From an optimization exercise on the open Yosys and OpenROAD flow, aimed at small area and a short achievable clock period; shortcuts taken in it are not production practice. Where RTL was checked, it was by simulation tests only, not by an equivalence proof against the original. Power figures rest on the tool's default switching activity, not on a simulated workload.

==> flow/design.v (excerpt) <==
module neural_predictor(input clk, input rst, input current_pc_valid, input [15:0] current_pc,
	input result_valid, input [15:0] result_pc, input result,
	output current_should_jump);
	reg [7:0] history;
	reg [575:0] wt;
	reg [7:0] slot_valid;
	reg [7:0] slot_neg;
	reg [7:0] slot_small;
	reg [2:0] wp;
	reg [2:0] rp;
	reg x0, x1, x2, x3, y0, y1;
	wire [3:0] cnt_next = (!history[0] + !history[1] + !history[2] + !history[3])
	                    + (!history[4] + !history[5] + !history[6] + !result);
	wire ny0 = cnt_next >= 4'd2;
	wire ny1 = cnt_next >= 4'd4;
	wire [3:0] npa = cnt_next - {2'd0, ny0 & ny1, ny0 ^ ny1, 1'b0};
	wire [7:0] cp_oh = 8'd1 << current_pc[2:0];
	wire [7:0] r_oh = 8'd1 << result_pc[2:0];
	wire [7:0] cw [0:8];
	genvar p, k, l;
	generate
		for (k = 0; k < 9; k = k + 1) begin : rd
			wire [7:0] ca [0:8];
			assign ca[0] = 8'd0;
			for (p = 0; p < 8; p = p + 1) begin : o
				assign ca[p+1] = ca[p] | (wt[(p*9+k)*8 +: 8] & {8{cp_oh[p]}});
			end
			assign cw[k] = ca[8];
		end
	endgenerate
	wire [7:0] op [0:8];
	assign op[0] = cw[0];
	generate
		for (k = 1; k < 9; k = k + 1) begin : sel
			assign op[k] = cw[k] ^ {8{~history[k-1]}};
		end
	endgenerate
	wire [11:0] ts, tc;
	csa_tree tree(op[0], op[1], op[2], op[3], op[4], op[5], op[6], op[7], op[8],
		x0, x1, x2, y0, y1, ts, tc);
	wire [11:0] gg [0:4];
	wire [11:0] pp [0:4];
	assign gg[0] = (ts & tc) | {11'd0, (ts[0] ^ tc[0]) & x3};
	assign pp[0] = ts ^ tc;
	generate
		for (l = 0; l < 4; l = l + 1) begin : ks
			for (k = 0; k < 12; k = k + 1) begin : b
				if (k >= (1 << l)) begin : c
					assign gg[l+1][k] = gg[l][k] | (pp[l][k] & gg[l][k - (1 << l)]);
					assign pp[l+1][k] = pp[l][k] & pp[l][k - (1 << l)];
				end else begin : n
					assign gg[l+1][k] = gg[l][k];
					assign pp[l+1][k] = pp[l][k];
				end
			end
		end
	endgenerate
	wire [11:0] y = pp[0] ^ {gg[4][10:0], x3};
	wire zero = &(pp[0] ~^ {ts[10:0] | tc[10:0], x3});
	assign current_should_jump = ~y[11] & ~zero;
	wire cur_neg = y[11];
	wire cur_small = (y + 12'd28) <= 12'd56;
	wire pop_valid = result_valid & slot_valid[rp];
	wire s_neg = slot_neg[rp];
	wire s_small = slot_small[rp];
	wire train = pop_valid & (s_small | (result ? s_neg : ~s_neg));
	wire [7:0] rw [0:8];   
	wire [7:0] nw [0:8];
	generate
		for (k = 0; k < 9; k = k + 1) begin : upd
			wire [7:0] ra [0:8];
			assign ra[0] = 8'd0;
  ...
Settings: LEC_CHECK=0, CAP_MARGIN=20, CORE_MARGIN=2, CORE_UTILIZATION=55, CTS_BUF_LIST=sky130_fd_sc_hd__clkbuf_16, CTS_CLUSTER_DIAMETER=80, CTS_CLUSTER_SIZE=28, PLACE_DENSITY=0.7, SETUP_SLACK_MARGIN=4, SLEW_MARGIN=20; clock period 17.0 ns.
run.sh (not shown) runs the stock make flow with config.mk's settings and CLKGATE_MAP_FILE= SYNTH_SCRIPT=/design/flow/synth_recipe.tcl, a recipe that flattens the netlist after the stock synthesis.
Edit:
- SETUP_SLACK_MARGIN: 4 -> 5
After rerunning:
- clock power is about the same
- core utilization grows by 1.3 points
- final cell count is higher by 0.69%
- non-clock buffer count is higher by 22
- global-route usage came out higher by 1.3 points
- clock skew is about the same
- wire length climbs by 3.7%
- die area does not change
- cell area went up by 2.2%
- sequential cell count is unchanged

========
neural_predictor, a different RTL version from the one above (not shown whole).
Size: about 38 I/O pins, ~0.032 sq mm of cells after synthesis.
clock: 17.0 ns
lec_check: 0
cap_margin: 20
core_margin: 2
core_utilization: 35
place_density: 0.55
slew_margin: 20
standard.sh (not shown) runs the stock make flow with config.mk's settings and CLKGATE_MAP_FILE= SYNTH_SCRIPT=/design/flow/synth_recipe.tcl, a recipe that flattens the netlist after the stock synthesis.
==> flow/flow/run.sh <==
#!/bin/bash
# The standard layout, with timing repair aiming for 7 ns of setup slack.
set -euo pipefail
bash standard.sh SETUP_SLACK_MARGIN=7 finish > make_finish.log 2>&1
Change:
==> flow/flow/run.sh (replaced) <==
#!/bin/bash
# The standard layout, with timing repair aiming for 9 ns of setup slack.
set -euo pipefail
bash standard.sh SETUP_SLACK_MARGIN=9 finish > make_finish.log 2>&1
Sequential power barely changes.
Global-route usage went up by 1.6 points.
Total power went up by 2.7%.
Cell count went up by 1.6%.
Core utilization went up by 1.1 points.
Worst setup slack degrades by 0.080 ns.
Maximum frequency went down by 0.66%.
Critical path depth does not change.
No run of this note included a check of the RTL's function; only the layout flow was run.

========
Setup of old:
Another version of the RTL of neural_predictor (not shown whole).
Size in the first run: roughly 2400 cells after synthesis, ~620 flip-flops, about 38 I/O pins.
==> flow/config.mk <==
export PLATFORM = sky130hd
export DESIGN_NAME = neural_predictor
export DESIGN_NICKNAME = neural_predictor
export VERILOG_FILES = /design/flow/design.v
export SDC_FILE = /design/flow/constraint.sdc
export NUM_CORES = 4
export LEC_CHECK = 0
export CAP_MARGIN = 20
export CORE_MARGIN = 2
export CORE_UTILIZATION = 35
export PLACE_DENSITY = 0.55
export SLEW_MARGIN = 20
==> flow/constraint.sdc <==
create_clock -name core_clock -period 17.0 [get_ports {clk}]
set_input_delay 3.4000 -clock core_clock [delete_from_list [all_inputs] [get_ports {clk}]]
set_output_delay 3.4000 -clock core_clock [all_outputs]
set_load 0.01 [all_outputs]
==> flow/flow/run.sh <==
#!/bin/bash
# The standard layout, with timing repair aiming for 7 ns of setup slack.
set -euo pipefail
bash standard.sh SETUP_SLACK_MARGIN=7 finish > standard_finish.log 2>&1
What new does differently from old at the input level:
- setting CTS_CLUSTER_DIAMETER to 80 for the first time
- setting CTS_BUF_LIST to sky130_fd_sc_hd__clkbuf_16 for the first time
- setting CTS_CLUSTER_SIZE to 28 for the first time
- setting SETUP_SLACK_MARGIN to 5 for the first time
==> flow/run.sh (new file) <==
#!/bin/bash
# synth_recipe.tcl (not shown) runs the flow's synth.tcl, then flattens the netlist and writes it again
# the make line also repeats each setting of config.mk as NAME=value (left out here)
make -C /OpenROAD-flow-scripts/flow DESIGN_CONFIG=/design/flow/config.mk WORK_HOME=/design/flow/orfs CLKGATE_MAP_FILE= SYNTH_SCRIPT=/design/flow/synth_recipe.tcl finish
removed: flow/flow/run.sh
removed: flow/standard.sh
==> summary.txt <==
- new vs old — actual slew at the worst max-slew pin dropped 0.094 ns.
- Any difference in total number of multi-input combinational cells between new and old is small enough to ignore.
- Delta (new minus old): final standard cell count with taps included and fillers excluded lower; final cell area excluding filler cells lower; non-clock buffer count lower; fraction of the core area covered by cells at the end of the flow lower.
- On new: post-route clock period utilization is 0.98 points higher than what old gave.
- According to the power report, total power for new is lower than for old.
- The via count number comes out higher for old vs new.
- Between old and new, the leakage power is higher for old.
- Sort old and new by post-route worst setup slack, ascending, and new comes first.
No functional check of the RTL was part of any run of this note.

## static timing again, ports no longer ideal
The results above use ideal ports. As a check the final layouts listed here were re-extracted and re-timed, cells and wires unchanged. Step 1 (the two cells are an assumption about what drives the block):
set clk [get_ports {clk}]
set_driving_cell -lib_cell sky130_fd_sc_hd__clkbuf_16 $clk
set_driving_cell -lib_cell sky130_fd_sc_hd__buf_2 [delete_from_list [all_inputs] $clk]
Step 2 times the ports against the registers' clock, not the clock port: input delays grow and output delays shrink by t, the midpoint of the rising clock arrivals with the driver on. Three values: ideal ports, drivers, drivers and shift; two values: the first two.
run	shift t [ns]	setup slack, ns	hold WS [ns]	latest minus earliest clock arrival (ns)
the first run of note 1	0.649	4.184 / 4.154 / 4.154	0.514 / 0.514 / 0.514	0.025 / 0.025
the second run of note 1	0.655	5.086 / 5.036 / 5.036	0.513 / 0.513 / 0.513	0.025 / 0.025
the first run of note 2	0.709	4.994 / 4.903 / 4.903	0.521 / 0.521 / 0.521	0.056 / 0.057
the second run of note 2	0.700	4.914 / 4.812 / 4.812	0.517 / 0.517 / 0.517	0.036 / 0.036
old	0.680	5.154 / 5.103 / 5.103	0.482 / 0.482 / 0.482	0.031 / 0.032
new	0.706	4.987 / 4.936 / 4.936	0.500 / 0.500 / 0.500	0.021 / 0.021
After both steps setup and hold are still met in every run listed. The setup slack of the second run of note 2, which loses most, moves by -0.102 ns with the drivers and by -0.102 ns with both steps.
